What follows belongs to an exercise in optimizing a design on an open flow for a short achievable clock period and few clock cycles; a production flow would make more cautious choices.
Only simulation tests tie the RTL to the original design; equivalence was not proved.
Power is estimated from default activity; no workload was simulated.

## flow/design.v (module list and top-level ports; edited modules follow where they fit)
// module add_32: 6 lines
// module MUX2T1_32: 7 lines
// module MUX8T1_32: 22 lines
// module REG32: 11 lines
// module cmp_32: 30 lines
// module ImmGen: 26 lines
// module Regs: 26 lines
// module REG_IF_IS: 24 lines
// module FU_ALU: 82 lines
// module FU_mem: 50 lines
// module mul_csa1: 112 lines
// module mul_csa2: 45 lines
// module FU_div: 48 lines
// module FU_jump: 33 lines
// module CtrlUnit: 500 lines
// module RV32core: 421 lines
// module lzc32: 15 lines
module  RV32core(
        input clk,   
        input rst,   
        output[31:0] imem_addr,
        input[31:0] imem_data,
        output[31:0] dmem_addr,
        output[31:0] dmem_wdata,
        output dmem_we,
        output[1:0] dmem_size,
        input[31:0] dmem_rdata
    );
  // ...
==> flow/run.sh <==
#!/bin/bash
# synth_recipe.tcl (not shown) runs the flow's synth.tcl, then flattens the netlist and writes it again
# the make line also repeats each setting of config.mk as NAME=value (left out here)
make -C /OpenROAD-flow-scripts/flow DESIGN_CONFIG=/design/flow/config.mk WORK_HOME=/design/flow/orfs CLKGATE_MAP_FILE= SYNTH_SCRIPT=/design/flow/synth_recipe.tcl finish
==> flow/config.mk <==
export PLATFORM = sky130hd
export DESIGN_NAME = RV32core
export DESIGN_NICKNAME = RV32core
export VERILOG_FILES = /design/flow/design.v
export SDC_FILE = /design/flow/constraint.sdc
export NUM_CORES = 4
export LEC_CHECK = 0
export ABC_CLOCK_PERIOD_IN_PS = 3000
export CAP_MARGIN = 20
export CELL_PAD_IN_SITES_DETAIL_PLACEMENT = 1
export CELL_PAD_IN_SITES_GLOBAL_PLACEMENT = 2
export CORE_MARGIN = 2
export CORE_UTILIZATION = 45
export PLACE_DENSITY = 0.6
export SETUP_SLACK_MARGIN = 5
export SLEW_MARGIN = 20
export SYNTH_MEMORY_MAX_BITS = 16384
==> flow/constraint.sdc <==
create_clock -name core_clock -period 12.0 [get_ports {clk}]
set_input_delay 2.4000 -clock core_clock [delete_from_list [all_inputs] [get_ports {clk}]]
set_output_delay 2.4000 -clock core_clock [all_outputs]
set_load 0.01 [all_outputs]
==> reports/qor.csv, run 1 <==
stage,metric,value,unit
cts,cts_root_buf,clkbuf_16,
logic_synthesis,synth_edf_count,2629,
cts,postCtsResizedCells,0,
cells_and_area,seq-cell-share,43.66,%
cells_and_area,largest_reg_flops,1024,
cts,hold_buffers,0,
critical_path,startpoint_type,flop,
sta,timing.setup.tns,0,ps
cts,tritoncts,done,
place,dp_slack,5210,ps
die,die_y,674.0,um
power_and_ir_drop,totalPowerFinal,58670,uW
die,dieArea,454200,um2
outcome,status,timing/DRC/antenna clean,
cells_and_area,multi_input_area_share,42.30,%
die,coreArea,447800,um2
cells_and_area,multi_input_area,94970,um2
critical_path,r2r.worst_path.cells,21,
place,port_buffers,164,
critical_path,critPathArrivalTime,7270,ps
sta,hold_viol_final,0,
cells_and_area,largest_class,registers,
die,start_util,45.10,%
critical_path,rr_endpoint,dv_r[3]$_DFFE_PP_,
power_and_ir_drop,p_int,33000,uW
critical_path,path_depth,21,
critical_path,cp_num_buf_inv,5,
place,dpl_cell_area,211500,um2
sta,period_share,54.69,%
detailed_routing,drc_errors,0,
cells_and_area,clkCellAreaFrac,5.741,%
grt,grt-ovfl-total,0,
cts,htreeDepth,5,
critical_path,path_class,reg -> reg,
cells_and_area,layout.cells.non_filler,22373,
logic_synthesis,synth_area_per_cell,12.60,um2
grt,grt_max_degree,160,
detailed_routing,wl_met1,318600,um
Testbench counts, summed over its fixed seeds: cycles 53,700.
==> inputs of run 2 (changes only) <==
--- a/flow/config.mk
+++ b/flow/config.mk
@@ -10,8 +10,8 @@
 export CELL_PAD_IN_SITES_DETAIL_PLACEMENT = 1
 export CELL_PAD_IN_SITES_GLOBAL_PLACEMENT = 2
 export CORE_MARGIN = 2
-export CORE_UTILIZATION = 45
-export PLACE_DENSITY = 0.6
+export CORE_UTILIZATION = 60
+export PLACE_DENSITY = 0.7
 export SETUP_SLACK_MARGIN = 5
 export SLEW_MARGIN = 20
 export SYNTH_MEMORY_MAX_BITS = 16384
==> run 2 against run 1 <==
Compared with the run above:
- the run now fails in 5_1_grt
- synthesized cell count is the same
- synthesized area is the same
==> reports/qor.csv, run 2 <==
stage,metric,value,unit,change
logic_synthesis,synth_ff_type,edfxtp_1,,
logic_synthesis,synth_area_per_cell,12.60,um2,unchanged
grt,antenna_found_initial,147,,
place,port_buffers,164,,unchanged
logic_synthesis,synth_area,202000,um2,
logic_synthesis,synth_most_common_cell,edfxtp_1,,
logic_synthesis,synth_seq_cells,3529,,
cts,postCtsResizedCells,0,,unchanged
sta,worstEndpointGrtRepair,pc_f[16]$_DFFE_PP0P_/D,,
logic_synthesis,ys_seq_area_share,48.50,%,
cts,cts_setup_buffers,0,,
logic_synthesis,ys_async_sr_fraction,5.639,%,
cts,numCtsBuffers,374,,
outcome,stop_stage,5_1_grt,,
cts,hold_buffers,0,,unchanged
logic_synthesis,ys_top_cells_by_area,"edfxtp_1, fa_1, mux4_2, dfxtp_1, ha_1",,
logic_synthesis,synth-simple-area-share,7.476,%,
outcome,firstError,[ERROR GRT-0232] Routing congestion too high. Check the congestion heatmap in the GUI.,,
place,dp.cells,20000,,
logic_synthesis,synth_top_family_by_area,adder cells,,
logic_synthesis,synth_edf_count,2629,,unchanged
logic_synthesis,muxShareOfSynthArea,13.54,%,
grt,grt_max_degree,184,,
place,hpwl,557700,um,
die,rows,213,,
logic_synthesis,synth_xor_xnor_area_share,2.397,%,
logic_synthesis,synthTopCellsByCount,"edfxtp_1, nor2_1, inv_1",,
logic_synthesis,synth_top_cell_area_share,39.09,%,
cts,cts_root_buf,clkbuf_16,,
place,dp_slack,5636,ps,+426.6 ps
outcome,status,did not finish,,
logic_synthesis,netlist.top_cell.by_area,edfxtp_1,,
grt,grt-ovfl-total,85,,
logic_synthesis,synthAdderAreaFrac,14.72,%,
cts,clock-sinks,3529,,
grt,grt.total_usage,68.34,%,
die,start_util,60.15,%,+15 points
logic_synthesis,yosys_warnings,1,,
place,gp_congestion,0.9967,,
cts,cts_buffer_depth,4,,
logic_synthesis,synth_compound_area_share,8.417,%,
logic_synthesis,synthCells,16027,,
die,top_level_ports,165,,
logic_synthesis,synthesis.nets,17789,,
cts,htreeDepth,5,,unchanged
logic_synthesis,synth.distinct_cells,119,,
die,die_y,584.2,um,-13%
die,fp.dieW,584.2,um,
sta,worstEpCategory,register input,,
## run 2: cell counts after synthesis
Identical to the previous run, type by type.
## run 2: logic make-up after synthesis
| kind of cell | after synthesis |
|---|---|
| adders and majority gates | 1696 |
| buffers and inverters | 2566 |
| AOI/OAI and AO/OA | 2645 |
| DFF | 3529 |
| muxes | 1519 |
| xor gates and xnor gates | 551 |
| and+or+nand+nor | 3521 |
## run 2: how the worst max path moves through the flow
| stage | slack [ps] | startpoint | endpoint | cells past startpoint |
|---|---|---|---|---|
| floorplan | 6570 | dv_st[0]$_DFFE_PP0P_ | pc_f[2]$_DFFE_PP0P_ | 7 |
| global placement | 5570 | dv_lzb[0]$_SDFFCE_PP0P_ | dv_q[18]$_DFFE_PP_ | 20 |
| detailed placement | 5640 | dv_lzb[0]$_SDFFCE_PP0P_ | dv_q[18]$_DFFE_PP_ | 20 |
| CTS | 5390 | pc_f[2]$_DFFE_PP0P_ | imem_addr[2] | 3 |
## run 2: power by group through the flow
stage | Sequential, uW | Clock, uW | Combinational [uW]
2_1_floorplan | 17100 | 0 | 17300
3_3_place_gp | 18000 | 0 | 26500
3_5_place_dp | 18100 | 0 | 27900
4_1_cts | 18000 | 12400 | 28900
## run 2: routing by layer
layer | track usage, % | GRT overflow
met1 | 69.84 | 2
met2 | 84.64 | 19
met5 | 29.63 | 5
met3 | 52.65 | 23
met4 | 63.92 | 36
## run 2: metrics by stage
step,utilization [%],cell area (um2),hold WS (ps),power (uW)
4_1_cts,65.98,221600,326.6,59370
3_3_place_gp,62.21,208900,313.5,44520
3_5_place_dp,62.23,209000,313.5,46060
2_1_floorplan,-,202000,309.6,34420
==> module RV32core, before the edit <==
module  RV32core(
        input clk,   
        input rst,   
        output[31:0] imem_addr,
        input[31:0] imem_data,
        output[31:0] dmem_addr,
        output[31:0] dmem_wdata,
        output dmem_we,
        output[1:0] dmem_size,
        input[31:0] dmem_rdata
    );
    reg [31:0] pc_f;
    assign imem_addr = pc_f;
    reg        d_v;
    reg [31:0] d_ir, d_pc;
    reg        d_fhit, d_ft, d_fact;      
    reg [31:0] d_ftgt;                    
    reg [31:0] d_off, d_pc4;              
    reg        e_v, e_wen;
    reg [4:0]  e_rd;
    reg [31:0] e_a, e_b, e_sd, e_c, e_tgt, e_pc4;
    reg        e_fa_em, e_fa_mw, e_fb_em, e_fb_mw, e_fs_em, e_fs_mw;
    reg        e_xa_em, e_xa_mw, e_xb_em, e_xb_mw;    
    reg        e_ca_em, e_ca_mw, e_cb_em, e_cb_mw;    
    reg        e_sub, e_r_sum, e_r_slt, e_r_sltu, e_r_xor, e_r_or, e_r_and, e_r_sll, e_r_sr, e_r_pass;
    reg        e_sra;
    reg        e_ld, e_st, e_br, e_jal, e_jalr, e_mul, e_div, e_pred;
    reg [31:0] e_pc;
    reg        e_jp;                      
    reg [31:0] e_jc;                      
    reg [2:0]  e_f3;
    reg        m_v, m_wen, m_ld, m_mul, m_mulhi, m_we;
    reg [4:0]  m_rd;
    reg [2:0]  m_f3;
    reg [31:0] m_res, m_sd;
    reg [703:0] m_rows;
    reg        m_bu, m_bt;                
    reg [31:0] m_bpc, m_btgt;
    reg        w_v, w_wen, w_mul, w_mulhi;
    reg [4:0]  w_rd;
    reg [31:0] w_res;
    reg [63:0] w_ms, w_mc;
    reg [31:0] rf [1:31];
    reg [31:1] rf_ok;
    reg [127:0] bp_v;
    reg [7:0]   bp_e [0:127];             
    wire m_bloc = (m_btgt[31:9] == m_bpc[31:9]) & (m_btgt[1:0] == 2'd0) & (m_bpc[1:0] == 2'd0);
    always @(posedge clk or posedge rst) begin
        if (rst) bp_v <= 128'd0;
        else if (m_bu & m_bloc) bp_v[m_bpc[8:2]] <= 1'b1;
    end
    always @(posedge clk) begin
        if (m_bu & m_bloc) bp_e[m_bpc[8:2]] <= {m_bt, m_btgt[8:2]};
    end
    wire [6:0]  f_i = pc_f[8:2];
    genvar h;
    generate
        for (h = 0; h < 64; h = h + 1) begin : bt1
            wire [8:0] x = f_i[0] ? {bp_v[2*h+1], bp_e[2*h+1]} : {bp_v[2*h], bp_e[2*h]};
        end
        for (h = 0; h < 32; h = h + 1) begin : bt2
            wire [8:0] x = f_i[1] ? bt1[2*h+1].x : bt1[2*h].x;
        end
        for (h = 0; h < 16; h = h + 1) begin : bt3
            wire [8:0] x = f_i[2] ? bt2[2*h+1].x : bt2[2*h].x;
        end
        for (h = 0; h < 8; h = h + 1) begin : bt4
            wire [8:0] x = f_i[3] ? bt3[2*h+1].x : bt3[2*h].x;
        end
        for (h = 0; h < 4; h = h + 1) begin : bt5
            wire [8:0] x = f_i[4] ? bt4[2*h+1].x : bt4[2*h].x;
        end
        for (h = 0; h < 2; h = h + 1) begin : bt6
            wire [8:0] x = f_i[5] ? bt5[2*h+1].x : bt5[2*h].x;
        end
    endgenerate
    wire [8:0]  f_e = f_i[6] ? bt6[1].x : bt6[0].x;
    wire        f_v     = f_e[8] & (pc_f[1:0] == 2'd0);
    wire        f_t     = f_e[7];
    wire        f_act   = f_v & f_t;
    wire [31:0] f_tgt   = {pc_f[31:9], f_e[6:0], 2'b00};
    wire [63:0] w_prod = w_ms + w_mc;
    wire [31:0] w_val = w_mul ? (w_mulhi ? w_prod[63:32] : w_prod[31:0]) : w_res;
    wire        w_we = w_v & w_wen;
    always @(posedge clk or posedge rst) begin
        if (rst) rf_ok <= 31'd0;
        else if (w_we) rf_ok[w_rd] <= 1'b1;
    end
    always @(posedge clk) begin
        if (w_we) rf[w_rd] <= w_val;
    end
    wire [6:0] opc = d_ir[6:0];
    wire [2:0] f3  = d_ir[14:12];
    wire [4:0] rd  = d_ir[11:7];
    wire [4:0] rs1 = d_ir[19:15];
    wire [4:0] rs2 = d_ir[24:20];
    wire is_lui   = opc == 7'b0110111;
    wire is_auipc = opc == 7'b0010111;
    wire is_jal   = opc == 7'b1101111;
    wire is_jalr  = opc == 7'b1100111;
    wire is_br    = opc == 7'b1100011;
    wire is_ld    = opc == 7'b0000011;
    wire is_st    = opc == 7'b0100011;
    wire is_opi   = opc == 7'b0010011;
    wire is_op    = opc == 7'b0110011;
    wire is_md    = is_op & d_ir[25];
    wire is_mul   = is_md & ~f3[2];
    wire is_div   = is_md & f3[2];
    wire is_alu   = is_opi | (is_op & ~d_ir[25]);
    wire [31:0] imm_i = {{20{d_ir[31]}}, d_ir[31:20]};
    wire [31:0] imm_s = {{20{d_ir[31]}}, d_ir[31:25], d_ir[11:7]};
    wire [31:0] imm_u = {d_ir[31:12], 12'b0};
    wire use1 = ~(is_lui | is_auipc | is_jal);
    wire use2 = is_op | is_st | is_br;
    wire wrd  = is_lui | is_auipc | is_jal | is_jalr | is_ld | is_opi | is_op;
    wire wen  = wrd & (rd != 5'd0);
    genvar g;
    generate
        for (g = 0; g < 16; g = g + 1) begin : ra1
            wire [32:0] p = (g == 0) ? (rs1[0] ? {rf_ok[1], rf[1]} : 33'd0) :
                            (rs1[0] ? {rf_ok[2*g+1], rf[2*g+1]} : {rf_ok[2*g], rf[2*g]});
            wire [32:0] q = (g == 0) ? (rs2[0] ? {rf_ok[1], rf[1]} : 33'd0) :
                            (rs2[0] ? {rf_ok[2*g+1], rf[2*g+1]} : {rf_ok[2*g], rf[2*g]});
        end
        for (g = 0; g < 8; g = g + 1) begin : ra2
            wire [32:0] p = rs1[1] ? ra1[2*g+1].p : ra1[2*g].p;
            wire [32:0] q = rs2[1] ? ra1[2*g+1].q : ra1[2*g].q;
        end
        for (g = 0; g < 4; g = g + 1) begin : ra3
            wire [32:0] p = rs1[2] ? ra2[2*g+1].p : ra2[2*g].p;
            wire [32:0] q = rs2[2] ? ra2[2*g+1].q : ra2[2*g].q;
        end
        for (g = 0; g < 2; g = g + 1) begin : ra4
            wire [32:0] p = rs1[3] ? ra3[2*g+1].p : ra3[2*g].p;
            wire [32:0] q = rs2[3] ? ra3[2*g+1].q : ra3[2*g].q;
        end
    endgenerate
    wire [32:0] rfp = rs1[4] ? ra4[1].p : ra4[0].p;
    wire [32:0] rfq = rs2[4] ? ra4[1].q : ra4[0].q;
    wire [31:0] rf1 = rfp[31:0] & {32{rfp[32]}};
    wire [31:0] rf2 = rfq[31:0] & {32{rfq[32]}};
    wire wt1 = w_we & (w_rd == rs1);
    wire wt2 = w_we & (w_rd == rs2);
    wire [31:0] rv1 = wt1 ? w_val : rf1;
    wire [31:0] rv2 = wt2 ? w_val : rf2;
    wire fe1 = e_v & e_wen & (e_rd == rs1);
    wire fe2 = e_v & e_wen & (e_rd == rs2);
    wire fm1 = m_v & m_wen & (m_rd == rs1);
    wire fm2 = m_v & m_wen & (m_rd == rs2);
    wire slow_e = e_ld | e_mul;
    wire hz = d_v & ((e_v & slow_e & e_wen & ((use1 & e_rd == rs1) | (use2 & e_rd == rs2))) |
                     (m_v & m_mul & m_wen & ((use1 & m_rd == rs1) | (use2 & m_rd == rs2))));
    wire [31:0] d_tgt = d_pc + d_off;
    wire pred_br = d_fhit ? d_ft : (d_ir[31] | f3[0]);
    wire pred_d  = is_jal | (is_br & pred_br);
    wire e_busy;
    wire [31:0] div_out;
    wire [31:0] ea = e_fa_em ? m_res : e_fa_mw ? w_res : e_a;
    wire [31:0] eb = e_fb_em ? m_res : e_fb_mw ? w_res : e_b;
    wire [31:0] es = e_fs_em ? m_res : e_fs_mw ? w_res : e_sd;
    wire [31:0] xa = e_xa_em ? m_res : e_xa_mw ? w_res : e_a;
    wire [31:0] xb = e_xb_em ? m_res : e_xb_mw ? w_res : e_b;
    wire [31:0] ebx = e_sub ? ~eb : eb;
    wire [32:0] esum33 = {1'b0, ea} + {1'b0, ebx} + {32'd0, e_sub};
    wire [31:0] esum = esum33[31:0];
    wire e_ltu_s = ~esum33[32];
    wire e_lt_s  = (ea[31] ^ eb[31]) ? ea[31] : esum[31];
    wire [31:0] ca = e_ca_em ? m_res : e_ca_mw ? w_res : e_a;
    wire [31:0] cb = e_cb_em ? m_res : e_cb_mw ? w_res : e_b;
    wire e_eq  = ca == cb;
    wire e_ltu = ca < cb;
    wire e_lt  = (ca[31] ^ cb[31]) ? ca[31] : (ca[30:0] < cb[30:0]);
    wire [31:0] e_shl = ea << eb[4:0];
    wire [63:0] e_shr64 = {{32{e_sra & ea[31]}}, ea} >> eb[4:0];
    wire [31:0] e_shr = e_shr64[31:0];
    wire [31:0] e_res = ({32{e_r_sum}}  & esum) |
                        ({32{e_r_slt}}  & {31'd0, e_lt_s}) |
                        ({32{e_r_sltu}} & {31'd0, e_ltu_s}) |
                        ({32{e_r_xor}}  & (ea ^ eb)) |
                        ({32{e_r_or}}   & (ea | eb)) |
                        ({32{e_r_and}}  & (ea & eb)) |
                        ({32{e_r_sll}}  & e_shl) |
                        ({32{e_r_sr}}   & e_shr) |
                        ({32{e_r_pass}} & e_c) |
                        ({32{e_div}}    & div_out);
    wire e_cond  = e_f3[2] ? (e_f3[1] ? e_ltu : e_lt) : e_eq;
    wire e_taken = e_cond ^ e_f3[0];
    wire e_jok   = e_jp & (ea == e_jc);
    wire redir_e = e_v & ((e_jalr & ~e_jok) | (e_br & (e_taken ^ e_pred)));
    wire [31:0] tgt_e = e_jalr ? esum : (e_pred ? e_pc4 : e_tgt);
    wire [703:0] mul_rows;
    mul_csa1 mul1(.a(xa), .b(xb), .sa(~(e_f3[1] & e_f3[0])), .sb(~e_f3[1]), .rows(mul_rows));
    reg [1:0]  dv_st;            
    reg [31:0] dv_a, dv_b;       
    reg [5:0]  dv_lza, dv_lzb;   
    reg        dv_na, dv_nb;     
    reg [4:0]  dv_n;             
    reg [31:0] dv_q, dv_r;
    reg [33:0] dv_d3;
    reg        dv_nq, dv_nr, dv_rem;
    wire e_dv = e_v & e_div;
    wire dv_sa = ~e_f3[0] & xa[31];
    wire dv_sb = ~e_f3[0] & xb[31];
    wire [31:0] dv_ma = dv_sa ? -xa : xa;
    wire [31:0] dv_mb = dv_sb ? -xb : xb;
    wire dv_bz = ~|xb;
    wire [5:0] lza_raw, lzb_raw;
    lzc32 lzc_a(.x(dv_sa ? ~xa : xa), .n(lza_raw));
    lzc32 lzc_b(.x(dv_sb ? ~xb : xb), .n(lzb_raw));
    wire [5:0] lza = (dv_na && dv_lza != 6'd0) ? dv_lza - 6'd1 : dv_lza;
    wire [5:0] lzb = (dv_nb && dv_lzb == 6'd32) ? 6'd31 : dv_lzb;      
    wire [6:0] dv_s  = 7'd31 - {1'b0, lzb} + {1'b0, lza};
    wire [5:0] dv_sc = dv_s[5] ? 6'd32 : {1'b0, dv_s[4:1], 1'b0};
    wire [63:0] dv_sh = {32'd0, dv_a} << dv_sc;
    wire [4:0] dv_nn = 5'd16 - dv_sc[5:1];
    wire [33:0] dv_r4 = {dv_r, dv_q[31:30]};
    wire [34:0] dv_t1 = {1'b0, dv_r4} - {3'd0, dv_b};
    wire [34:0] dv_t2 = {1'b0, dv_r4} - {2'd0, dv_b, 1'b0};
    wire [34:0] dv_t3 = {1'b0, dv_r4} - {1'b0, dv_d3};
    assign e_busy = e_dv & (dv_st != 2'd3);
    wire [31:0] dv_qo = dv_nq ? -dv_q : dv_q;
    wire [31:0] dv_ro = dv_nr ? -dv_r : dv_r;
    assign div_out = dv_rem ? dv_ro : dv_qo;
    always @(posedge clk or posedge rst) begin
        if (rst) dv_st <= 2'd0;
        else case (dv_st)
            2'd0: if (e_dv) dv_st <= dv_bz ? 2'd3 : 2'd1;
            2'd1: dv_st <= dv_s[5] ? 2'd3 : 2'd2;
            2'd2: if (dv_n == 5'd1) dv_st <= 2'd3;
            default: dv_st <= 2'd0;
        endcase
    end
    always @(posedge clk) begin
        case (dv_st)
            2'd0: begin
                dv_r <= dv_ma;
                dv_q <= 32'hffffffff;
                dv_a <= dv_ma;
                dv_b <= dv_mb;
                dv_lza <= lza_raw;
                dv_lzb <= lzb_raw;
                dv_na <= dv_sa;
                dv_nb <= dv_sb;
                dv_nq <= (dv_sa ^ dv_sb) & ~dv_bz;
                dv_nr <= dv_sa;
                dv_rem <= e_f3[1];
            end
            2'd1: begin
                dv_r <= dv_sh[63:32];
                dv_q <= dv_sh[31:0];
                dv_n <= dv_nn;
                dv_d3 <= {2'd0, dv_b} + {1'b0, dv_b, 1'b0};
            end
            2'd2: begin
                dv_n <= dv_n - 5'd1;
                if (~dv_t3[34]) begin
                    dv_r <= dv_t3[31:0];
                    dv_q <= {dv_q[29:0], 2'd3};
                end
                else if (~dv_t2[34]) begin
                    dv_r <= dv_t2[31:0];
                    dv_q <= {dv_q[29:0], 2'd2};
                end
                else if (~dv_t1[34]) begin
                    dv_r <= dv_t1[31:0];
                    dv_q <= {dv_q[29:0], 2'd1};
                end
                else begin
                    dv_r <= dv_r4[31:0];
                    dv_q <= {dv_q[29:0], 2'd0};
                end
            end
            default: ;
        endcase
    end
    wire m_inr = ~|m_res[31:7];
    wire [31:0] m_ld_val =
        ~m_inr ? 32'd0 :
        m_f3[1] ? dmem_rdata :
        m_f3[0] ? {m_f3[2] ? 16'd0 : {16{dmem_rdata[15]}}, dmem_rdata[15:0]} :
                  {m_f3[2] ? 24'd0 : {24{dmem_rdata[7]}}, dmem_rdata[7:0]};
    wire [63:0] m_ms, m_mc;
    mul_csa2 mul2(.rows(m_rows), .s(m_ms), .c(m_mc));
    assign dmem_addr  = m_res;
    assign dmem_wdata = m_sd;
    assign dmem_size  = m_f3[1:0];
    assign dmem_we    = m_we & m_inr;
    wire [31:0] f_pc4 = pc_f + 32'd4;
    wire [6:0]  f_opc = imem_data[6:0];
    wire [31:0] f_off = (f_opc == 7'b0010111) ? {imem_data[31:12], 12'b0} :
                        (f_opc == 7'b1101111) ? {{11{imem_data[31]}}, imem_data[31], imem_data[19:12], imem_data[20], imem_data[30:21], 1'b0} :
                        {{19{imem_data[31]}}, imem_data[31], imem_data[7], imem_data[30:25], imem_data[11:8], 1'b0};
    wire stall_d = e_busy | hz;
    wire redir_d = d_v & ~stall_d & ((is_jal | is_br) ? ((pred_d ^ d_fact) | (pred_d & ~d_fhit)) :
                                     (~is_jalr & d_fact));
    wire [31:0] tgt_d = pred_d ? d_tgt : d_pc4;
    always @(posedge clk or posedge rst) begin
        if (rst) begin
            pc_f <= 32'd0;
            d_v <= 1'b0;
        end
        else if (redir_e) begin
            pc_f <= tgt_e;
            d_v <= 1'b0;
        end
        else if (~stall_d) begin
            if (redir_d) begin
                pc_f <= tgt_d;
                d_v <= 1'b0;
            end
            else begin
                pc_f <= f_act ? f_tgt : f_pc4;
                d_v <= 1'b1;
            end
        end
    end
    always @(posedge clk) begin
        if (~stall_d) begin
            d_ir <= imem_data;
            d_pc <= pc_f;
            d_pc4 <= f_pc4;
            d_off <= f_off;
            d_fhit <= f_v;
            d_ft <= f_t;
            d_fact <= f_act;
            d_ftgt <= f_tgt;
        end
    end
    always @(posedge clk or posedge rst) begin
        if (rst) e_v <= 1'b0;
        else if (~e_busy) e_v <= d_v & ~hz & ~redir_e;
    end
    always @(posedge clk) begin
        if (~e_busy) begin
            e_wen <= wen;
            e_rd <= rd;
            e_a <= rv1;
            e_b <= use2 & ~is_st ? rv2 : is_st ? imm_s : imm_i;
            e_sd <= rv2;
            e_c <= is_lui ? imm_u : is_auipc ? d_tgt : d_pc4;
            e_tgt <= d_tgt;
            e_pc4 <= d_pc4;
            e_fa_em <= use1 & fe1;
            e_fa_mw <= use1 & fm1;
            e_fb_em <= use2 & ~is_st & fe2;
            e_fb_mw <= use2 & ~is_st & fm2;
            e_fs_em <= fe2;
            e_fs_mw <= fm2;
            e_xa_em <= is_md & fe1;
            e_xa_mw <= is_md & fm1;
            e_xb_em <= is_md & fe2;
            e_xb_mw <= is_md & fm2;
            e_ca_em <= is_br & fe1;
            e_ca_mw <= is_br & fm1;
            e_cb_em <= is_br & fe2;
            e_cb_mw <= is_br & fm2;
            e_sub <= is_br | (is_op & f3 == 3'd0 & d_ir[30]) | ((is_op | is_opi) & f3[2:1] == 2'b01);
            e_r_sum <= is_ld | is_st | (is_alu & f3 == 3'd0);
            e_r_slt <= is_alu & f3 == 3'd2;
            e_r_sltu <= is_alu & f3 == 3'd3;
            e_r_xor <= is_alu & f3 == 3'd4;
            e_r_or <= is_alu & f3 == 3'd6;
            e_r_and <= is_alu & f3 == 3'd7;
            e_r_sll <= is_alu & f3 == 3'd1;
            e_r_sr <= is_alu & f3 == 3'd5;
            e_r_pass <= is_lui | is_auipc | is_jal | is_jalr;
            e_sra <= d_ir[30];
            e_ld <= is_ld;
            e_st <= is_st;
            e_br <= is_br;
            e_jalr <= is_jalr;
            e_mul <= is_mul;
            e_div <= is_div;
            e_pred <= pred_br;
            e_jal <= is_jal;
            e_pc <= d_pc;
            e_jp <= d_fact & d_fhit;
            e_jc <= d_ftgt - imm_i;
            e_f3 <= f3;
        end
    end
    always @(posedge clk or posedge rst) begin
        if (rst) begin
            m_v <= 1'b0;
            m_we <= 1'b0;
            m_bu <= 1'b0;
        end
        else begin
            m_v <= e_v & ~e_busy;
            m_bu <= e_v & (e_br | e_jal | e_jalr);
            m_we <= e_v & ~e_busy & e_st;
        end
    end
    always @(posedge clk) begin
        m_wen <= e_wen;
        m_rd <= e_rd;
        m_ld <= e_ld;
        m_mul <= e_mul;
        m_mulhi <= e_f3 != 3'd0;
        m_f3 <= e_f3;
        m_res <= e_res;
        m_sd <= es;
        m_rows <= mul_rows;
        m_bt <= e_taken | e_jal | e_jalr;
        m_bpc <= e_pc;
        m_btgt <= e_jalr ? esum : e_tgt;
    end
    always @(posedge clk or posedge rst) begin
        if (rst) w_v <= 1'b0;
        else w_v <= m_v;
    end
    always @(posedge clk) begin
        w_wen <= m_wen;
        w_rd <= m_rd;
        w_mul <= m_mul;
        w_mulhi <= m_mulhi;
        w_res <= m_ld ? m_ld_val : m_res;
        w_ms <= m_ms;
        w_mc <= m_mc;
    end
endmodule
==> inputs of run 3 (changes only) <==
--- a/flow/design.v
+++ b/flow/design.v
@@ -1121,10 +1121,14 @@
     wire        w_we = w_v & w_wen;
     always @(posedge clk or posedge rst) begin
         if (rst) rf_ok <= 31'd0;
-        else if (w_we) rf_ok[w_rd] <= 1'b1;
+        else begin
+            if (w_we) rf_ok[w_rd] <= 1'b1;
+            if (dv_we) rf_ok[dv_rd] <= 1'b1;
+        end
     end
     always @(posedge clk) begin
         if (w_we) rf[w_rd] <= w_val;
+        if (dv_we) rf[dv_rd] <= div_out;
     end
     wire [6:0] opc = d_ir[6:0];
     wire [2:0] f3  = d_ir[14:12];
@@ -1190,7 +1194,6 @@
     wire [31:0] d_tgt = d_pc + d_off;
     wire pred_br = d_fhit ? d_ft : (d_ir[31] | f3[0]);
     wire pred_d  = is_jal | (is_br & pred_br);
-    wire e_busy;
     wire [31:0] div_out;
     wire [31:0] ea = e_fa_em ? m_res : e_fa_mw ? w_res : e_a;
     wire [31:0] eb = e_fb_em ? m_res : e_fb_mw ? w_res : e_b;
@@ -1218,8 +1221,7 @@
                         ({32{e_r_and}}  & (ea & eb)) |
                         ({32{e_r_sll}}  & e_shl) |
                         ({32{e_r_sr}}   & e_shr) |
-                        ({32{e_r_pass}} & e_c) |
-                        ({32{e_div}}    & div_out);
+                        ({32{e_r_pass}} & e_c);
     wire e_cond  = e_f3[2] ? (e_f3[1] ? e_ltu : e_lt) : e_eq;
     wire e_taken = e_cond ^ e_f3[0];
     wire e_jok   = e_jp & (ea == e_jc);
@@ -1235,6 +1237,8 @@
     reg [31:0] dv_q, dv_r;
     reg [33:0] dv_d3;
     reg        dv_nq, dv_nr, dv_rem;
+    reg [4:0]  dv_rd;
+    reg        dv_wen;
     wire e_dv = e_v & e_div;
     wire dv_sa = ~e_f3[0] & xa[31];
     wire dv_sb = ~e_f3[0] & xb[31];
@@ -1254,7 +1258,7 @@
     wire [34:0] dv_t1 = {1'b0, dv_r4} - {3'd0, dv_b};
     wire [34:0] dv_t2 = {1'b0, dv_r4} - {2'd0, dv_b, 1'b0};
     wire [34:0] dv_t3 = {1'b0, dv_r4} - {1'b0, dv_d3};
-    assign e_busy = e_dv & (dv_st != 2'd3);
+    wire dv_we = (dv_st == 2'd3) & dv_wen;
     wire [31:0] dv_qo = dv_nq ? -dv_q : dv_q;
     wire [31:0] dv_ro = dv_nr ? -dv_r : dv_r;
     assign div_out = dv_rem ? dv_ro : dv_qo;
@@ -1281,6 +1285,8 @@
                 dv_nq <= (dv_sa ^ dv_sb) & ~dv_bz;
                 dv_nr <= dv_sa;
                 dv_rem <= e_f3[1];
+                dv_rd <= e_rd;
+                dv_wen <= e_wen;
             end
             2'd1: begin
                 dv_r <= dv_sh[63:32];
@@ -1327,7 +1333,12 @@
     wire [31:0] f_off = (f_opc == 7'b0010111) ? {imem_data[31:12], 12'b0} :
                         (f_opc == 7'b1101111) ? {{11{imem_data[31]}}, imem_data[31], imem_data[19:12], imem_data[20], imem_data[30:21], 1'b0} :
                         {{19{imem_data[31]}}, imem_data[31], imem_data[7], imem_data[30:25], imem_data[11:8], 1'b0};
-    wire stall_d = e_busy | hz;
+    wire dv_pend = dv_st != 2'd0;
+    wire [4:0] dv_drd = dv_pend ? dv_rd : e_rd;
+    wire dv_dwen = dv_pend ? dv_wen : e_wen;
+    wire hzd = d_v & (dv_pend | (e_v & e_div)) &
+               (is_div | (dv_dwen & ((use1 & rs1 == dv_drd) | (use2 & rs2 == dv_drd) | (wen & rd == dv_drd))));
+    wire stall_d = hz | hzd;
     wire redir_d = d_v & ~stall_d & ((is_jal | is_br) ? ((pred_d ^ d_fact) | (pred_d & ~d_fhit)) :
                                      (~is_jalr & d_fact));
     wire [31:0] tgt_d = pred_d ? d_tgt : d_pc4;
@@ -1365,10 +1376,10 @@
     end
     always @(posedge clk or posedge rst) begin
         if (rst) e_v <= 1'b0;
-        else if (~e_busy) e_v <= d_v & ~hz & ~redir_e;
+        else e_v <= d_v & ~stall_d & ~redir_e;
     end
     always @(posedge clk) begin
-        if (~e_busy) begin
+        begin
             e_wen <= wen;
             e_rd <= rd;
             e_a <= rv1;
@@ -1423,9 +1434,9 @@
             m_bu <= 1'b0;
         end
         else begin
-            m_v <= e_v & ~e_busy;
+            m_v <= e_v & ~e_div;
             m_bu <= e_v & (e_br | e_jal | e_jalr);
-            m_we <= e_v & ~e_busy & e_st;
+            m_we <= e_v & e_st;
         end
     end
     always @(posedge clk) begin
--- a/flow/config.mk
+++ b/flow/config.mk
@@ -10,8 +10,8 @@
 export CELL_PAD_IN_SITES_DETAIL_PLACEMENT = 1
 export CELL_PAD_IN_SITES_GLOBAL_PLACEMENT = 2
 export CORE_MARGIN = 2
-export CORE_UTILIZATION = 60
-export PLACE_DENSITY = 0.7
+export CORE_UTILIZATION = 45
+export PLACE_DENSITY = 0.6
 export SETUP_SLACK_MARGIN = 5
 export SLEW_MARGIN = 20
 export SYNTH_MEMORY_MAX_BITS = 16384
==> run 3 against run 2 <==
Compared with the run above:
- the run now finishes clean
- synthesized cell count up 15%
- synthesized area up 4.5%
==> reports/qor.csv, run 3 <==
stage,metric,value,unit,change
outcome,status,timing/DRC/antenna clean,,
grt,grt_max_degree,122,,
cts,cts_setup_buffers,0,,unchanged
die,rows,251,,+18%
cells_and_area,largest_reg_flops,1024,,
detailed_routing,vias,154814,,
die,fp.dieW,688.7,um,+18%
grt,grt.total_usage,36.36,%,
die,die_y,688.7,um,+18%
power_and_ir_drop,power.density,270.4,nW/um2,
logic_synthesis,yosys_warnings,1,,unchanged
power_and_ir_drop,p_leak,0.09134,uW,
sta,finClkSkew,103.0,ps,
logic_synthesis,synth.distinct_cells,111,,-6.7%
sta,grt_setup_unrepaired,false,,
cells_and_area,area_delta_synth_final,11.37,%,
die,top_level_ports,165,,unchanged
place,port_buffers,164,,unchanged
cts,postCtsResizedCells,0,,unchanged
logic_synthesis,synth_area,211000,um2,+4.5%
place,gp_congestion,0.9616,,-3.5%
die,start_util,45.18,%,-15 points
grt,grt_pass1_wl,1220000,um,
logic_synthesis,netlist.top_cell.by_area,edfxtp_1,,
cts,clk_pin_slew_worst_paths,60,ps,
cells_and_area,drive_gt1_share,14.05,%,
sta,fmax,152.2,MHz,
sta,timing.slew.headroom,12.48,%,
cells_and_area,fin_area,235000,um2,
sta,hold_viol_final,0,,
hold_path,hold_path.class,reg -> reg,,
cts,hold_buffers,0,,unchanged
logic_synthesis,synthesis.nets,20189,,+13%
sta,tightest_slew,1311,ps,
cts,cts_buffer_depth,4,,unchanged
detailed_routing,viasPerCell,6.250,,
sta,drv_slew,0,,
logic_synthesis,synth_area_per_cell,11.46,um2,-9.1%
critical_path,critPathArrivalTime,7280,ps,
logic_synthesis,synthCells,18413,,+15%
logic_synthesis,ys_async_sr_fraction,5.629,%,-0.0096 points
sta,timing.setup.tns,0,ps,
critical_path,path_class,reg -> reg,,
cells_and_area,final_common_cell,edfxtp_1,,
critical_path,r2r.worst_path.cells,20,,
sta,holdWs,297.1,ps,
logic_synthesis,ys_seq_area_share,45.11,%,-3.4 points
detailed_routing,drt_first_pass_iters,6,,
critical_path,r2r_slack,5430,ps,
critical_path,required,12710,ps,
cells_and_area,fill_cells,48008,,
sta,setup_viol,0,,
place,hpwl,608100,um,+9.0%
logic_synthesis,synth_ff_type,edfxtp_1,,
die,coreArea,467000,um2,
sta,min_period,6572,ps,
critical_path,crit_path_end,dv_r[3]$_DFFE_PP_,,
cts,tritoncts,done,,
detailed_routing,drt-total-wl,870500,um,
critical_path,cp-end-kind,flop,,
detailed_routing,drc_errors,0,,
logic_synthesis,synth_top_cell_area_share,33.29,%,-5.8 points
place,dpl_cell_area,221400,um2,+6.0%
power_and_ir_drop,totalPowerFinal,63540,uW,
logic_synthesis,ys_top_cells_by_area,"edfxtp_1, fa_1, mux4_2, dfxtp_1, nor2_1",,
cts,numCtsBuffers,404,,+8.0%
cts,htreeDepth,5,,unchanged
power_and_ir_drop,ir_worst_vdd,0.3398,mV,
detailed_routing,drtIter0Drc,17896,,
logic_synthesis,synth_seq_cells,3535,,+0.17%
critical_path,cp_max_fo,43,,
cts,clock-sinks,3535,,+0.17%
detailed_routing,drt.antenna.violating_nets,0,,
die,dieArea,474400,um2,
logic_synthesis,synth_most_common_cell,edfxtp_1,,
cells_and_area,mostFrequentLayoutCells,"edfxtp_1, nor2_1, nand2_1, inv_1, fa_1",,
grt,grt-ovfl-total,0,,
critical_path,startpoint_type,flop,,
sta,period_share,54.76,%,
cts,clk_latency,1030,ps,
critical_path,rr_endpoint,dv_r[3]$_DFFE_PP_,,
critical_path,critPathLaunch,dv_lzb[0]$_SDFFCE_PP0P_,,
grt,antenna_found_initial,78,,
cts,cts_root_buf,clkbuf_16,,
cells_and_area,fin_nets,19957,,
critical_path,reg2reg_from,dv_lzb[0]$_SDFFCE_PP0P_,,
logic_synthesis,synthTopCellsByCount,"edfxtp_1, nor2_1, nand2_1",,
detailed_routing,routedWlPerCell,35.14,um,
flow_run,max_cap_viol_count,0,,
logic_synthesis,synth_edf_count,2339,,-11%
grt,grt_pass1_vias,156485,,
run 3: changes by cell type after synthesis, sizes merged, moves of 37 or more:
cell / change
a21oi: +54
o21ai: +695
nor2: +207
nand2: +640
dfxtp: +296
xor2: -44
mux2: +41
mux2i: +128
a22o: +37
clkbuf: +411
edfxtp: -290
run 3: cell type report:
cell class	count	area [um2]	area share, %
antenna	49	122.6	0.05218
clock buffer	525	11120	4.734
clock inverter	223	2140	0.9105
inverter	1586	5969	2.540
multi-input combinational	11932	106400	45.27
sequential	3535	95260	40.54
tap	6198	7755	3.300
timing repair buffer	722	6245	2.658
run 3: power breakdown:
group / internal (uW) / switching, uW
logic: 11700 / 21500
registers: 15800 / 1930
clock network: 7060 / 5530
run 3: logic make-up (layout without fill, tap and decap cells):
kind of cell	count (synthesis)	in the layout	synth area share, %
DFF	3535	3535	45.11
xor gates and xnor gates	539	539	2.244
buffers and inverters	2946	3056	5.334
and+or+nand+nor	4484	4484	9.027
muxes	1693	1693	13.85
adders and majority gates	1710	1710	14.18
other	0	49	0
AOI/OAI and AO/OA	3506	3506	10.25
run 3: worst min path at each step:
stage                           startpoint                 to  slack, ps  depth (start not counted)
after floorplan           e_pc[10]$_DFF_P_  m_bpc[10]$_DFF_P_        310                          0
after global routing      e_pc[13]$_DFF_P_  m_bpc[13]$_DFF_P_        300                          0
after global placement    e_pc[31]$_DFF_P_  m_bpc[31]$_DFF_P_        310                          0
after CTS                 e_pc[13]$_DFF_P_  m_bpc[13]$_DFF_P_        270                          0
after detailed placement  e_pc[10]$_DFF_P_  m_bpc[10]$_DFF_P_        310                          0
final                     e_pc[13]$_DFF_P_  m_bpc[13]$_DFF_P_        300                          0
run 3: per-layer routing:
metal | up-vias | track usage (%) | part of all wire [%]
met5 | - | 0 | 0.021
met4 | 28 | 13.97 | 4.5
met3 | 1561 | 7.145 | 9.0
met1 | 81451 | 51.76 | 42
met2 | 6995 | 55.02 | 44
li1 | 64779 | - | -
run 3: per-stage QoR:
step / worst slack, ps / util [%] / instances
floorplan: 5818 / - / 18413
global placement: 5559 / 47.36 / 23955
detailed placement: 5599 / 47.41 / 23966
CTS: 5553 / 50.25 / 24714
global route: 5255 / 50.31 / 24750
finish: 5428 / 50.32 / 24770
run 3: critical path, cell delays in order (launching register included):
cell and delay, ps:
edfxtp_1 400, or3_1 420, nor4_1 570, nor2_1 100
ha_1 320, ha_1 170, inv_1 70, fa_2 430
inv_1 80, a21o_1 110, a21oi_1 70, xor2_1 620
xor2_4 120, buf_4 320, nor2_4 550, inv_2 220
mux4_2 520, a221oi_1 450, a2111oi_0 180, a211o_1 310
a311o_1 270
Testbench counts of run 3, summed over its fixed seeds: cycles 52,807.
==> inputs of run 4 (changes only) <==
--- a/flow/design.v
+++ b/flow/design.v
@@ -1053,11 +1053,13 @@
     reg        d_fhit, d_ft, d_fact;      
     reg [31:0] d_ftgt;                    
     reg [31:0] d_off, d_pc4;              
+    reg [31:1] d_oh1, d_oh2;              
     reg        e_v, e_wen;
     reg [4:0]  e_rd;
     reg [31:0] e_a, e_b, e_sd, e_c, e_tgt, e_pc4;
     reg        e_fa_em, e_fa_mw, e_fb_em, e_fb_mw, e_fs_em, e_fs_mw;
     reg        e_xa_em, e_xa_mw, e_xb_em, e_xb_mw;    
+    reg        e_da_em, e_da_mw, e_db_em, e_db_mw;    
     reg        e_ca_em, e_ca_mw, e_cb_em, e_cb_mw;    
     reg        e_sub, e_r_sum, e_r_slt, e_r_sltu, e_r_xor, e_r_or, e_r_and, e_r_sll, e_r_sr, e_r_pass;
     reg        e_sra;
@@ -1079,40 +1081,37 @@
     reg [63:0] w_ms, w_mc;
     reg [31:0] rf [1:31];
     reg [31:1] rf_ok;
-    reg [127:0] bp_v;
-    reg [7:0]   bp_e [0:127];             
+    reg [63:0]  bp_v;
+    reg [8:0]   bp_e [0:63];              
     wire m_bloc = (m_btgt[31:9] == m_bpc[31:9]) & (m_btgt[1:0] == 2'd0) & (m_bpc[1:0] == 2'd0);
     always @(posedge clk or posedge rst) begin
-        if (rst) bp_v <= 128'd0;
-        else if (m_bu & m_bloc) bp_v[m_bpc[8:2]] <= 1'b1;
+        if (rst) bp_v <= 64'd0;
+        else if (m_bu & m_bloc) bp_v[m_bpc[7:2]] <= 1'b1;
     end
     always @(posedge clk) begin
-        if (m_bu & m_bloc) bp_e[m_bpc[8:2]] <= {m_bt, m_btgt[8:2]};
+        if (m_bu & m_bloc) bp_e[m_bpc[7:2]] <= {m_bpc[8], m_bt, m_btgt[8:2]};
     end
-    wire [6:0]  f_i = pc_f[8:2];
+    wire [5:0]  f_i = pc_f[7:2];
     genvar h;
     generate
-        for (h = 0; h < 64; h = h + 1) begin : bt1
-            wire [8:0] x = f_i[0] ? {bp_v[2*h+1], bp_e[2*h+1]} : {bp_v[2*h], bp_e[2*h]};
+        for (h = 0; h < 32; h = h + 1) begin : bt1
+            wire [9:0] x = f_i[0] ? {bp_v[2*h+1], bp_e[2*h+1]} : {bp_v[2*h], bp_e[2*h]};
         end
-        for (h = 0; h < 32; h = h + 1) begin : bt2
-            wire [8:0] x = f_i[1] ? bt1[2*h+1].x : bt1[2*h].x;
+        for (h = 0; h < 16; h = h + 1) begin : bt2
+            wire [9:0] x = f_i[1] ? bt1[2*h+1].x : bt1[2*h].x;
         end
-        for (h = 0; h < 16; h = h + 1) begin : bt3
-            wire [8:0] x = f_i[2] ? bt2[2*h+1].x : bt2[2*h].x;
+        for (h = 0; h < 8; h = h + 1) begin : bt3
+            wire [9:0] x = f_i[2] ? bt2[2*h+1].x : bt2[2*h].x;
         end
-        for (h = 0; h < 8; h = h + 1) begin : bt4
-            wire [8:0] x = f_i[3] ? bt3[2*h+1].x : bt3[2*h].x;
+        for (h = 0; h < 4; h = h + 1) begin : bt4
+            wire [9:0] x = f_i[3] ? bt3[2*h+1].x : bt3[2*h].x;
         end
-        for (h = 0; h < 4; h = h + 1) begin : bt5
-            wire [8:0] x = f_i[4] ? bt4[2*h+1].x : bt4[2*h].x;
-        end
-        for (h = 0; h < 2; h = h + 1) begin : bt6
-            wire [8:0] x = f_i[5] ? bt5[2*h+1].x : bt5[2*h].x;
+        for (h = 0; h < 2; h = h + 1) begin : bt5
+            wire [9:0] x = f_i[4] ? bt4[2*h+1].x : bt4[2*h].x;
         end
     endgenerate
-    wire [8:0]  f_e = f_i[6] ? bt6[1].x : bt6[0].x;
-    wire        f_v     = f_e[8] & (pc_f[1:0] == 2'd0);
+    wire [9:0]  f_e = f_i[5] ? bt5[1].x : bt5[0].x;
+    wire        f_v     = f_e[9] & (f_e[8] == pc_f[8]) & (pc_f[1:0] == 2'd0);
     wire        f_t     = f_e[7];
     wire        f_act   = f_v & f_t;
     wire [31:0] f_tgt   = {pc_f[31:9], f_e[6:0], 2'b00};
@@ -1155,31 +1154,29 @@
     wire use2 = is_op | is_st | is_br;
     wire wrd  = is_lui | is_auipc | is_jal | is_jalr | is_ld | is_opi | is_op;
     wire wen  = wrd & (rd != 5'd0);
+    wire [31:1] rsel1 = d_oh1 & rf_ok;
+    wire [31:1] rsel2 = d_oh2 & rf_ok;
     genvar g;
     generate
         for (g = 0; g < 16; g = g + 1) begin : ra1
-            wire [32:0] p = (g == 0) ? (rs1[0] ? {rf_ok[1], rf[1]} : 33'd0) :
-                            (rs1[0] ? {rf_ok[2*g+1], rf[2*g+1]} : {rf_ok[2*g], rf[2*g]});
-            wire [32:0] q = (g == 0) ? (rs2[0] ? {rf_ok[1], rf[1]} : 33'd0) :
-                            (rs2[0] ? {rf_ok[2*g+1], rf[2*g+1]} : {rf_ok[2*g], rf[2*g]});
+            wire [31:0] p = (g == 0 ? 32'd0 : {32{rsel1[2*g]}} & rf[2*g]) | ({32{rsel1[2*g+1]}} & rf[2*g+1]);
+            wire [31:0] q = (g == 0 ? 32'd0 : {32{rsel2[2*g]}} & rf[2*g]) | ({32{rsel2[2*g+1]}} & rf[2*g+1]);
         end
         for (g = 0; g < 8; g = g + 1) begin : ra2
-            wire [32:0] p = rs1[1] ? ra1[2*g+1].p : ra1[2*g].p;
-            wire [32:0] q = rs2[1] ? ra1[2*g+1].q : ra1[2*g].q;
+            wire [31:0] p = ra1[2*g].p | ra1[2*g+1].p;
+            wire [31:0] q = ra1[2*g].q | ra1[2*g+1].q;
         end
         for (g = 0; g < 4; g = g + 1) begin : ra3
-            wire [32:0] p = rs1[2] ? ra2[2*g+1].p : ra2[2*g].p;
-            wire [32:0] q = rs2[2] ? ra2[2*g+1].q : ra2[2*g].q;
+            wire [31:0] p = ra2[2*g].p | ra2[2*g+1].p;
+            wire [31:0] q = ra2[2*g].q | ra2[2*g+1].q;
         end
         for (g = 0; g < 2; g = g + 1) begin : ra4
-            wire [32:0] p = rs1[3] ? ra3[2*g+1].p : ra3[2*g].p;
-            wire [32:0] q = rs2[3] ? ra3[2*g+1].q : ra3[2*g].q;
+            wire [31:0] p = ra3[2*g].p | ra3[2*g+1].p;
+            wire [31:0] q = ra3[2*g].q | ra3[2*g+1].q;
         end
     endgenerate
-    wire [32:0] rfp = rs1[4] ? ra4[1].p : ra4[0].p;
-    wire [32:0] rfq = rs2[4] ? ra4[1].q : ra4[0].q;
-    wire [31:0] rf1 = rfp[31:0] & {32{rfp[32]}};
-    wire [31:0] rf2 = rfq[31:0] & {32{rfq[32]}};
+    wire [31:0] rf1 = ra4[0].p | ra4[1].p;
+    wire [31:0] rf2 = ra4[0].q | ra4[1].q;
     wire wt1 = w_we & (w_rd == rs1);
     wire wt2 = w_we & (w_rd == rs2);
     wire [31:0] rv1 = wt1 ? w_val : rf1;
@@ -1229,51 +1226,55 @@
     wire [31:0] tgt_e = e_jalr ? esum : (e_pred ? e_pc4 : e_tgt);
     wire [703:0] mul_rows;
     mul_csa1 mul1(.a(xa), .b(xb), .sa(~(e_f3[1] & e_f3[0])), .sb(~e_f3[1]), .rows(mul_rows));
-    reg [1:0]  dv_st;            
+    localparam DV_IDLE = 3'd0, DV_PREP = 3'd1, DV_SHFT = 3'd2, DV_ITER = 3'd3, DV_FIN = 3'd4;
+    reg [2:0]  dv_st;
     reg [31:0] dv_a, dv_b;       
     reg [5:0]  dv_lza, dv_lzb;   
     reg        dv_na, dv_nb;     
+    reg [5:0]  dv_sc;            
     reg [4:0]  dv_n;             
     reg [31:0] dv_q, dv_r;
     reg [33:0] dv_d3;
     reg        dv_nq, dv_nr, dv_rem;
     reg [4:0]  dv_rd;
     reg        dv_wen;
+    wire [31:0] da = e_da_em ? m_res : e_da_mw ? w_res : e_a;
+    wire [31:0] db = e_db_em ? m_res : e_db_mw ? w_res : e_b;
     wire e_dv = e_v & e_div;
-    wire dv_sa = ~e_f3[0] & xa[31];
-    wire dv_sb = ~e_f3[0] & xb[31];
-    wire [31:0] dv_ma = dv_sa ? -xa : xa;
-    wire [31:0] dv_mb = dv_sb ? -xb : xb;
-    wire dv_bz = ~|xb;
+    wire dv_sa = ~e_f3[0] & da[31];
+    wire dv_sb = ~e_f3[0] & db[31];
+    wire [31:0] dv_ma = dv_sa ? -da : da;
+    wire [31:0] dv_mb = dv_sb ? -db : db;
+    wire dv_bz = ~|db;
     wire [5:0] lza_raw, lzb_raw;
-    lzc32 lzc_a(.x(dv_sa ? ~xa : xa), .n(lza_raw));
-    lzc32 lzc_b(.x(dv_sb ? ~xb : xb), .n(lzb_raw));
+    lzc32 lzc_a(.x(dv_sa ? ~da : da), .n(lza_raw));
+    lzc32 lzc_b(.x(dv_sb ? ~db : db), .n(lzb_raw));
     wire [5:0] lza = (dv_na && dv_lza != 6'd0) ? dv_lza - 6'd1 : dv_lza;
     wire [5:0] lzb = (dv_nb && dv_lzb == 6'd32) ? 6'd31 : dv_lzb;      
     wire [6:0] dv_s  = 7'd31 - {1'b0, lzb} + {1'b0, lza};
-    wire [5:0] dv_sc = dv_s[5] ? 6'd32 : {1'b0, dv_s[4:1], 1'b0};
+    wire [5:0] dv_scn = dv_s[5] ? 6'd32 : {1'b0, dv_s[4:1], 1'b0};
     wire [63:0] dv_sh = {32'd0, dv_a} << dv_sc;
-    wire [4:0] dv_nn = 5'd16 - dv_sc[5:1];
     wire [33:0] dv_r4 = {dv_r, dv_q[31:30]};
     wire [34:0] dv_t1 = {1'b0, dv_r4} - {3'd0, dv_b};
     wire [34:0] dv_t2 = {1'b0, dv_r4} - {2'd0, dv_b, 1'b0};
     wire [34:0] dv_t3 = {1'b0, dv_r4} - {1'b0, dv_d3};
-    wire dv_we = (dv_st == 2'd3) & dv_wen;
+    wire dv_we = (dv_st == DV_FIN) & dv_wen;
     wire [31:0] dv_qo = dv_nq ? -dv_q : dv_q;
     wire [31:0] dv_ro = dv_nr ? -dv_r : dv_r;
     assign div_out = dv_rem ? dv_ro : dv_qo;
     always @(posedge clk or posedge rst) begin
-        if (rst) dv_st <= 2'd0;
+        if (rst) dv_st <= DV_IDLE;
         else case (dv_st)
-            2'd0: if (e_dv) dv_st <= dv_bz ? 2'd3 : 2'd1;
-            2'd1: dv_st <= dv_s[5] ? 2'd3 : 2'd2;
-            2'd2: if (dv_n == 5'd1) dv_st <= 2'd3;
-            default: dv_st <= 2'd0;
+            DV_IDLE: if (e_dv) dv_st <= dv_bz ? DV_FIN : DV_PREP;
+            DV_PREP: dv_st <= DV_SHFT;
+            DV_SHFT: dv_st <= (dv_n == 5'd0) ? DV_FIN : DV_ITER;
+            DV_ITER: if (dv_n == 5'd1) dv_st <= DV_FIN;
+            default: dv_st <= DV_IDLE;
         endcase
     end
     always @(posedge clk) begin
         case (dv_st)
-            2'd0: begin
+            DV_IDLE: begin
                 dv_r <= dv_ma;
                 dv_q <= 32'hffffffff;
                 dv_a <= dv_ma;
@@ -1288,13 +1289,16 @@
                 dv_rd <= e_rd;
                 dv_wen <= e_wen;
             end
-            2'd1: begin
+            DV_PREP: begin
+                dv_sc <= dv_scn;
+                dv_n <= 5'd16 - dv_scn[5:1];
+                dv_d3 <= {2'd0, dv_b} + {1'b0, dv_b, 1'b0};
+            end
+            DV_SHFT: begin
                 dv_r <= dv_sh[63:32];
                 dv_q <= dv_sh[31:0];
-                dv_n <= dv_nn;
-                dv_d3 <= {2'd0, dv_b} + {1'b0, dv_b, 1'b0};
             end
-            2'd2: begin
+            DV_ITER: begin
                 dv_n <= dv_n - 5'd1;
                 if (~dv_t3[34]) begin
                     dv_r <= dv_t3[31:0];
@@ -1330,10 +1334,14 @@
     assign dmem_we    = m_we & m_inr;
     wire [31:0] f_pc4 = pc_f + 32'd4;
     wire [6:0]  f_opc = imem_data[6:0];
+    wire [31:0] f_oh1w = 32'd1 << imem_data[19:15];
+    wire [31:0] f_oh2w = 32'd1 << imem_data[24:20];
+    wire [31:1] f_oh1 = f_oh1w[31:1];
+    wire [31:1] f_oh2 = f_oh2w[31:1];
     wire [31:0] f_off = (f_opc == 7'b0010111) ? {imem_data[31:12], 12'b0} :
                         (f_opc == 7'b1101111) ? {{11{imem_data[31]}}, imem_data[31], imem_data[19:12], imem_data[20], imem_data[30:21], 1'b0} :
                         {{19{imem_data[31]}}, imem_data[31], imem_data[7], imem_data[30:25], imem_data[11:8], 1'b0};
-    wire dv_pend = dv_st != 2'd0;
+    wire dv_pend = dv_st != DV_IDLE;
     wire [4:0] dv_drd = dv_pend ? dv_rd : e_rd;
     wire dv_dwen = dv_pend ? dv_wen : e_wen;
     wire hzd = d_v & (dv_pend | (e_v & e_div)) &
@@ -1368,6 +1376,8 @@
             d_pc <= pc_f;
             d_pc4 <= f_pc4;
             d_off <= f_off;
+            d_oh1 <= f_oh1;
+            d_oh2 <= f_oh2;
             d_fhit <= f_v;
             d_ft <= f_t;
             d_fact <= f_act;
@@ -1394,10 +1404,14 @@
             e_fb_mw <= use2 & ~is_st & fm2;
             e_fs_em <= fe2;
             e_fs_mw <= fm2;
-            e_xa_em <= is_md & fe1;
-            e_xa_mw <= is_md & fm1;
-            e_xb_em <= is_md & fe2;
-            e_xb_mw <= is_md & fm2;
+            e_xa_em <= is_mul & fe1;
+            e_xa_mw <= is_mul & fm1;
+            e_xb_em <= is_mul & fe2;
+            e_xb_mw <= is_mul & fm2;
+            e_da_em <= is_div & fe1;
+            e_da_mw <= is_div & fm1;
+            e_db_em <= is_div & fe2;
+            e_db_mw <= is_div & fm2;
             e_ca_em <= is_br & fe1;
             e_ca_mw <= is_br & fm1;
             e_cb_em <= is_br & fe2;
--- a/flow/config.mk
+++ b/flow/config.mk
@@ -10,8 +10,8 @@
 export CELL_PAD_IN_SITES_DETAIL_PLACEMENT = 1
 export CELL_PAD_IN_SITES_GLOBAL_PLACEMENT = 2
 export CORE_MARGIN = 2
-export CORE_UTILIZATION = 45
-export PLACE_DENSITY = 0.6
+export CORE_UTILIZATION = 60
+export PLACE_DENSITY = 0.7
 export SETUP_SLACK_MARGIN = 5
 export SLEW_MARGIN = 20
 export SYNTH_MEMORY_MAX_BITS = 16384
==> run 4 against run 3 <==
Compared with the run above:
- the run now fails in 3_1_place_gp_skip_io
- synthesized area decreased by 9.9%
- synthesized cell count increased by 0.35%
==> reports/qor.csv, run 4 <==
stage,metric,value,unit,change
logic_synthesis,synth_top_family_by_area,adder cells,,
logic_synthesis,synth_area_per_cell,10.29,um2,-10%
outcome,firstError,[ERROR GPL-0301] Utilization 100.469 % exceeds 100%.,,
logic_synthesis,ys_async_sr_fraction,4.394,%,-1.2 points
logic_synthesis,synthCells,18477,,+0.35%
die,die_y,566.9,um,-18%
logic_synthesis,synth_top_cell_area_share,30.93,%,-2.4 points
logic_synthesis,muxShareOfSynthArea,6.016,%,-7.8 points
outcome,stop_stage,3_1_place_gp_skip_io,,
logic_synthesis,netlist.top_cell.by_area,edfxtp_1,,
logic_synthesis,ys_top_cells_by_area,"edfxtp_1, fa_1, dfxtp_1, ha_1, nor2_1",,
logic_synthesis,synth.distinct_cells,126,,+14%
die,start_util,60.35,%,+15 points
logic_synthesis,synth_most_common_cell,edfxtp_1,,
die,fp.dieW,566.9,um,-18%
logic_synthesis,synthesis.nets,20250,,+0.30%
logic_synthesis,synth_seq_cells,3095,,-12%
logic_synthesis,synth-simple-area-share,11.27,%,+2.2 points
logic_synthesis,synth_area,190100,um2,-9.9%
outcome,status,did not finish,,
logic_synthesis,synthAdderAreaFrac,15.72,%,+1.5 points
logic_synthesis,synth_compound_area_share,15.21,%,+5.0 points
logic_synthesis,synthTopCellsByCount,"edfxtp_1, nor2_1, nand2_1",,
logic_synthesis,yosys_warnings,1,,unchanged
logic_synthesis,synth_xor_xnor_area_share,2.474,%,+0.23 points
logic_synthesis,synth_edf_count,1958,,-16%
logic_synthesis,ys_seq_area_share,43.26,%,-1.8 points
die,rows,206,,-18%
logic_synthesis,synth_ff_type,edfxtp_1,,
-- run 4: changes by cell type after synthesis, moves of 99 or more --
| cell | previous run | this run |
|---|---|---|
| a22o_1 | 58 | 294 |
| a22oi_1 | 53 | 418 |
| o21ai_0 | 1086 | 1380 |
| nand2_1 | 1585 | 1684 |
| buf_1 | 224 | 119 |
| o21ai_1 | 241 | 55 |
| mux4_2 | 966 | 201 |
| edfxtp_1 | 2339 | 1958 |
| nor2_1 | 1966 | 1866 |
| a221oi_1 | 33 | 296 |
| clkbuf_1 | 1044 | 1156 |
-- run 4: cells by family after synthesis --
logic type | count (synthesis)
simple gates | 4863
compound gates | 4408
flops | 3095
buf+inv | 2995
fa+ha+maj | 1707
mux | 872
xor+xnor | 537
Testbench counts of run 4, summed over its fixed seeds: cycles 53,005.

## re-timing with driven ports
The results above use ideal ports. As a check the final layouts listed here were re-extracted and re-timed, cells and wires unchanged. Step 1 sets driving cells, clkbuf_16 on the clock port and buf_2 on the other inputs (assumed; they add their load-dependent delay and slew). Step 2, shift: input delay + t, output delay - t, t = (earliest + latest rising clock arrival at the registers) / 2. This alone moves slack from input paths to output paths. a / b / c = ideal ports / drivers / drivers and shift; a / b = the first two.
| run | shift t [ns] | slack for setup (ns) | worst data-port slew with drivers (ns) |
|---|---|---|---|
| run 1 | 1.110 | 5.438 / 5.438 / 5.438 | 0.06 |
| run 3 | 1.113 | 5.428 / 5.428 / 5.428 | 0.14 |
After both steps setup and hold are still met in every run listed.
